What follows belongs to an exercise in optimizing a design on an open flow for small area; a production flow would make more cautious choices. Where RTL was checked, it was by simulation tests only, not by an equivalence proof against the original. The clock port is modelled as an ideal driver, which makes a skipped or thinned clock tree look cheaper than it is; a real chip needs a root buffer or a tree.

==> flow/design.v <==
module arpreq (
    input transinit_v,
    input [1:0] bresp_v,
    input bvalid_v,
    output bready_v,
    output [12:0] awaddr_Waddr,
    output awvalid_Waddr,
    input awready_Waddr,
    input wready_Wdata,
    output wvalid_Wdata,
    output [3:0] wstrb_Wdata,
    output [31:0] wdata_Wdata,
    input arready_Raddr,
    output arvalid_Raddr,
    output [12:0] araddr_Raddr,
    input [31:0] rdata_Rdata,
    input [1:0] rresp_Rdata,
    output rready_Rdata,
    input rvalid_Rdata,
    input CLK,
    input RST
);
    localparam [2:0] S_IDLE = 3'b000,  
                     S_WS   = 3'b001,  
                     S_RA   = 3'b010,  
                     S_WAIT = 3'b011,  
                     S_LEN  = 3'b100,  
                     S_ST   = 3'b110,  
                     S_POLL = 3'b111;  
    reg awv, wv, arv, rr;   
    reg [2:0] sec;
    reg [3:0] c;            
    reg [31:5] rt;          
    wire idle = (sec == S_IDLE);
    wire ws = (sec == S_WS);
    wire ra = (sec == S_RA);
    wire wt = (sec == S_WAIT);
    wire len = (sec == S_LEN);
    wire st = (sec == S_ST);
    wire poll = (sec == S_POLL);
    wire hi = sec[2];
    wire stp = sec[2] & sec[1];
    wire [3:0] word = {c[3] | hi, c[2] | hi, c[1] | stp, c[0] | hi};
    assign bready_v = 1'b1;
    assign awvalid_Waddr = awv;
    assign wvalid_Wdata = wv;
    assign arvalid_Raddr = arv;
    assign rready_Rdata = rr;
    assign awaddr_Waddr = {2'b00, {5{hi}}, word, 2'b00};
    assign araddr_Raddr = {2'b00, {5{hi}}, word, 2'b00};
    assign wstrb_Wdata = {{2{~len}}, 2'b11};
    localparam [32*16-1:0] KTAB = {
        32'h00000001, 32'hC8F80108, 32'h0000002A, 32'h0000002A,
        32'h11AC0601, 32'h00000100, 32'h10AC0000, 32'h00000000,
        32'h020010AC, 32'hCEFA005E, 32'h00000100, 32'h04060008,
        32'h01000608, 32'hCEFA005E, 32'h0000FFFF, 32'hFFFFFFFF};
    reg [31:0] k;
    integer i;
    always @(*) begin
        k = 32'd0;
        for (i = 0; i < 16; i = i + 1)
            if (word == i) k = k | KTAB[32*i +: 32];
    end
    assign wdata_Wdata = {rt, k[4:1] | ({4{st}} & c), k[0]};
    wire wdone = (awv | wv) & (~awv | awready_Waddr) & (~wv | wready_Wdata);
    wire adone = arv & arready_Raddr;
    wire rdone = rr & rvalid_Rdata;
    wire c3 = ~c[2] & c[1] & c[0];
    wire c10 = c[3] & c[1];
    wire wcount = wt & ~rr;
    wire wrap = &c;
    wire wend = wcount & c[1] & c[0] & (rt[8:5] == 4'b0100);
    wire enter_w = (idle & transinit_v) | (rdone & (ws | len | st));
    wire enter_a = wdone | wend | (rdone & (ra | (poll & rdata_Rdata[0])));
    always @(posedge CLK) begin
        if (RST) begin
            awv <= 1'b0;
            wv <= 1'b0;
            arv <= 1'b0;
            rr <= 1'b0;
        end else begin
            awv <= enter_w | (awv & ~awready_Waddr);
            wv <= enter_w | (wv & ~wready_Wdata);
            arv <= enter_a | (arv & ~arready_Raddr);
            rr <= adone | (rr & ~rvalid_Rdata);
        end
    end
    always @(posedge CLK) begin
        if (RST) begin
            sec <= S_IDLE;
        end else begin
            case (sec)
                S_IDLE: if (transinit_v) sec <= S_WS;
                S_WS: if (adone) begin
                    if (c3) sec <= S_LEN;
                    else if (c10) sec <= S_RA;
                end
                S_LEN: if (adone) sec <= S_WS;
                S_RA: if (adone & c10) sec <= S_WAIT;
                S_WAIT: if (wend) sec <= S_ST;
                S_ST: if (wdone) sec <= S_POLL;
                S_POLL: if (rdone & ~rdata_Rdata[0]) sec <= S_IDLE;
                default: sec <= S_IDLE;
            endcase
        end
    end
    wire c_inc = (adone & ((ws & ~c10) | ra)) | wcount;
    wire c_hold = (~adone & (ws | ra)) | len | (st & ~rr) | (wt & rr);
    wire c_cap = st & rr;
    always @(posedge CLK) begin
        c <= {4{~RST}} & (({4{c_inc}} & (c + 4'd1)) | ({4{c_hold}} & c) |
                          ({4{c_cap}} & rdata_Rdata[4:1]));
    end
    wire st_cap = st & rr;           
    wire st_hold = st & ~rr;         
    wire w_hold = st_hold | (wcount & ~wrap);    
    wire w_step = wcount & wrap;                 
    wire ld = ~st & ~wcount;                     
    wire [8:5] lfsr_in = {rt[7:5], ~(rt[8] ^ rt[7])};
    always @(posedge CLK) begin
        rt[31:9] <= ({23{st_cap}} & rdata_Rdata[31:9]) | ({23{st_hold}} & rt[31:9]) | k[31:9];
        rt[8:5] <= ({4{st_cap}} & rdata_Rdata[8:5]) | ({4{w_hold}} & rt[8:5]) |
                   ({4{w_step}} & lfsr_in) | ({4{ld}} & k[8:5]);
    end
endmodule
module arpreq_wrapper (
    input transinit,
    input [1:0] bresp,
    input bvalid,
    output bready,
    output [12:0] awaddr,
    output awvalid,
    input awready,
    input wready,
    output wvalid,
    output [3:0] wstrb,
    output [31:0] wdata,
    input arready,
    output arvalid,
    output [12:0] araddr,
    input [31:0] rdata,
    input [1:0] rresp,
    output rready,
    input rvalid,
    input CLK,
    input RST
);
    arpreq uarpreq (
        .transinit_v(transinit),
        .bresp_v(bresp),
        .bvalid_v(bvalid),
        .bready_v(bready),
        .awaddr_Waddr(awaddr),
        .awvalid_Waddr(awvalid),
        .awready_Waddr(awready),
        .wready_Wdata(wready),
        .wvalid_Wdata(wvalid),
        .wstrb_Wdata(wstrb),
        .wdata_Wdata(wdata),
        .arready_Raddr(arready),
        .arvalid_Raddr(arvalid),
        .araddr_Raddr(araddr),
        .rdata_Rdata(rdata),
        .rresp_Rdata(rresp),
        .rready_Rdata(rready),
        .rvalid_Rdata(rvalid),
        .CLK(CLK),
        .RST(RST)
    );
endmodule
Settings: LEC_CHECK=0, ABC_AREA=1, CAP_MARGIN=20, CORE_MARGIN=2, CORE_UTILIZATION=40, SLEW_MARGIN=20; clock period 10.0 ns.
standard.sh (not shown) runs the stock make flow with config.mk's settings and CLKGATE_MAP_FILE= SYNTH_SCRIPT=/design/flow/synth_recipe.tcl, a recipe that flattens the netlist after the stock synthesis.
==> flow/flow/run.sh <==
#!/bin/bash
# The standard layout, with three changes:
#  - synthesis maps the logic with flow/area.abc (registers untouched);
#  - port buffers use the smallest buffer cell;
#  - the clock tree is one level of clock buffers (flow/cts_override.tcl).
set -euo pipefail
here=$(pwd)
cp standard.sh standard_sh.txt
# synthesis script: the standard flow's, with the ABC mapping script replaced
{
  echo "source $here/flow/abc_override.tcl"
  cat synth_recipe.tcl
} > my_synth.tcl
sed "s#SYNTH_SCRIPT=[^ ]*#SYNTH_SCRIPT=$here/my_synth.tcl#" standard.sh > my_standard.sh
export AREA_ABC_SCRIPT="$here/flow/area.abc"
export BUFFER_PORTS_ARGS="-buffer_cell sky130_fd_sc_hd__buf_1"
export PRE_CTS_TCL="$here/flow/cts_override.tcl"
export CLK_CLUSTERS=${CLK_CLUSTERS:-4}
export CLK_LEAF_BUF=${CLK_LEAF_BUF:-sky130_fd_sc_hd__clkbuf_4}
export CLK_LEAF_BUF_BIG=${CLK_LEAF_BUF_BIG:-sky130_fd_sc_hd__clkbuf_8}
export CLK_SLEW_UPSIZE=${CLK_SLEW_UPSIZE:-0.125}
bash my_standard.sh > standard.log 2>&1
Other scripts of this flow, unchanged in this note and not shown: flow/flow/abc_override.tcl, flow/flow/area.abc, flow/flow/cts_override.tcl
The baseline produced a clean layout.
Next try:
--- a/flow/design.v
+++ b/flow/design.v
@@ -17,41 +17,41 @@
     input [1:0] rresp_Rdata,
     output rready_Rdata,
     input rvalid_Rdata,
     input CLK,
     input RST
 );
-    localparam [2:0] S_IDLE = 3'b000,  
-                     S_WS   = 3'b001,  
-                     S_RA   = 3'b010,  
-                     S_WAIT = 3'b011,  
-                     S_LEN  = 3'b100,  
-                     S_ST   = 3'b110,  
-                     S_POLL = 3'b111;  
+    localparam [2:0] S_IDLE = 3'b110,  
+                     S_WS   = 3'b000,  
+                     S_RA   = 3'b111,  
+                     S_WAIT = 3'b101,  
+                     S_LEN  = 3'b010,  
+                     S_ST   = 3'b011,  
+                     S_POLL = 3'b100;  
     reg awv, wv, arv, rr;   
     reg [2:0] sec;
     reg [3:0] c;            
     reg [31:5] rt;          
     wire idle = (sec == S_IDLE);
     wire ws = (sec == S_WS);
     wire ra = (sec == S_RA);
     wire wt = (sec == S_WAIT);
     wire len = (sec == S_LEN);
     wire st = (sec == S_ST);
     wire poll = (sec == S_POLL);
-    wire hi = sec[2];
-    wire stp = sec[2] & sec[1];
+    wire hi = sec[2] ^ sec[1];                             
+    wire stp = sec[2] ? ~sec[1] : (sec[1] & sec[0]);     
     wire [3:0] word = {c[3] | hi, c[2] | hi, c[1] | stp, c[0] | hi};
     assign bready_v = 1'b1;
     assign awvalid_Waddr = awv;
     assign wvalid_Wdata = wv;
     assign arvalid_Raddr = arv;
     assign rready_Rdata = rr;
     assign awaddr_Waddr = {2'b00, {5{hi}}, word, 2'b00};
     assign araddr_Raddr = {2'b00, {5{hi}}, word, 2'b00};
-    assign wstrb_Wdata = {{2{~len}}, 2'b11};
+    assign wstrb_Wdata = {{2{~sec[1] | sec[0] | sec[2]}}, 2'b11};   
     localparam [32*16-1:0] KTAB = {
         32'h00000001, 32'hC8F80108, 32'h0000002A, 32'h0000002A,
         32'h11AC0601, 32'h00000100, 32'h10AC0000, 32'h00000000,
         32'h020010AC, 32'hCEFA005E, 32'h00000100, 32'h04060008,
         32'h01000608, 32'hCEFA005E, 32'h0000FFFF, 32'hFFFFFFFF};
     reg [31:0] k;
Result: The changed run finished with timing, DRC and antenna clean; via count goes down by a few percent; routed wire length is lower by a few percent; area after synthesis is lower by a few percent; global-route usage goes down by 0.98 points; worst setup slack degrades by 0.14 ns.
The RTL of the second run of this note was laid out without a check of its function. No run of this note takes its clock network from TritonCTS; it comes from the design's own scripts or RTL.

[static timing again, ports no longer ideal]
The flow's constraints put no driver on any port. The routed layouts listed below were extracted and timed again, unchanged, in two steps. Step 1: set_driving_cell puts a clkbuf_16 on CLK and a buf_2 on each other input, an assumption about the parent block. Step 2, shift: input delay + t, output delay - t, t = (earliest + latest rising clock arrival at the registers) / 2. This alone moves slack from input paths to output paths. a / b / c = ideal / step 1 / step 2; a / b = the first two.
| run | t, ns | setup slack, ns | worst setup path after step 2 | latest minus earliest clock arrival (ns) |
|---|---|---|---|---|
| the first run | 0.209 | 5.409 / 5.363 / 5.573 | register to output | 0.005 / 0.005 |
| the second run | 0.205 | 5.271 / 5.226 / 5.431 | register to output | 0.005 / 0.005 |
After both steps setup and hold are still met in every run listed.
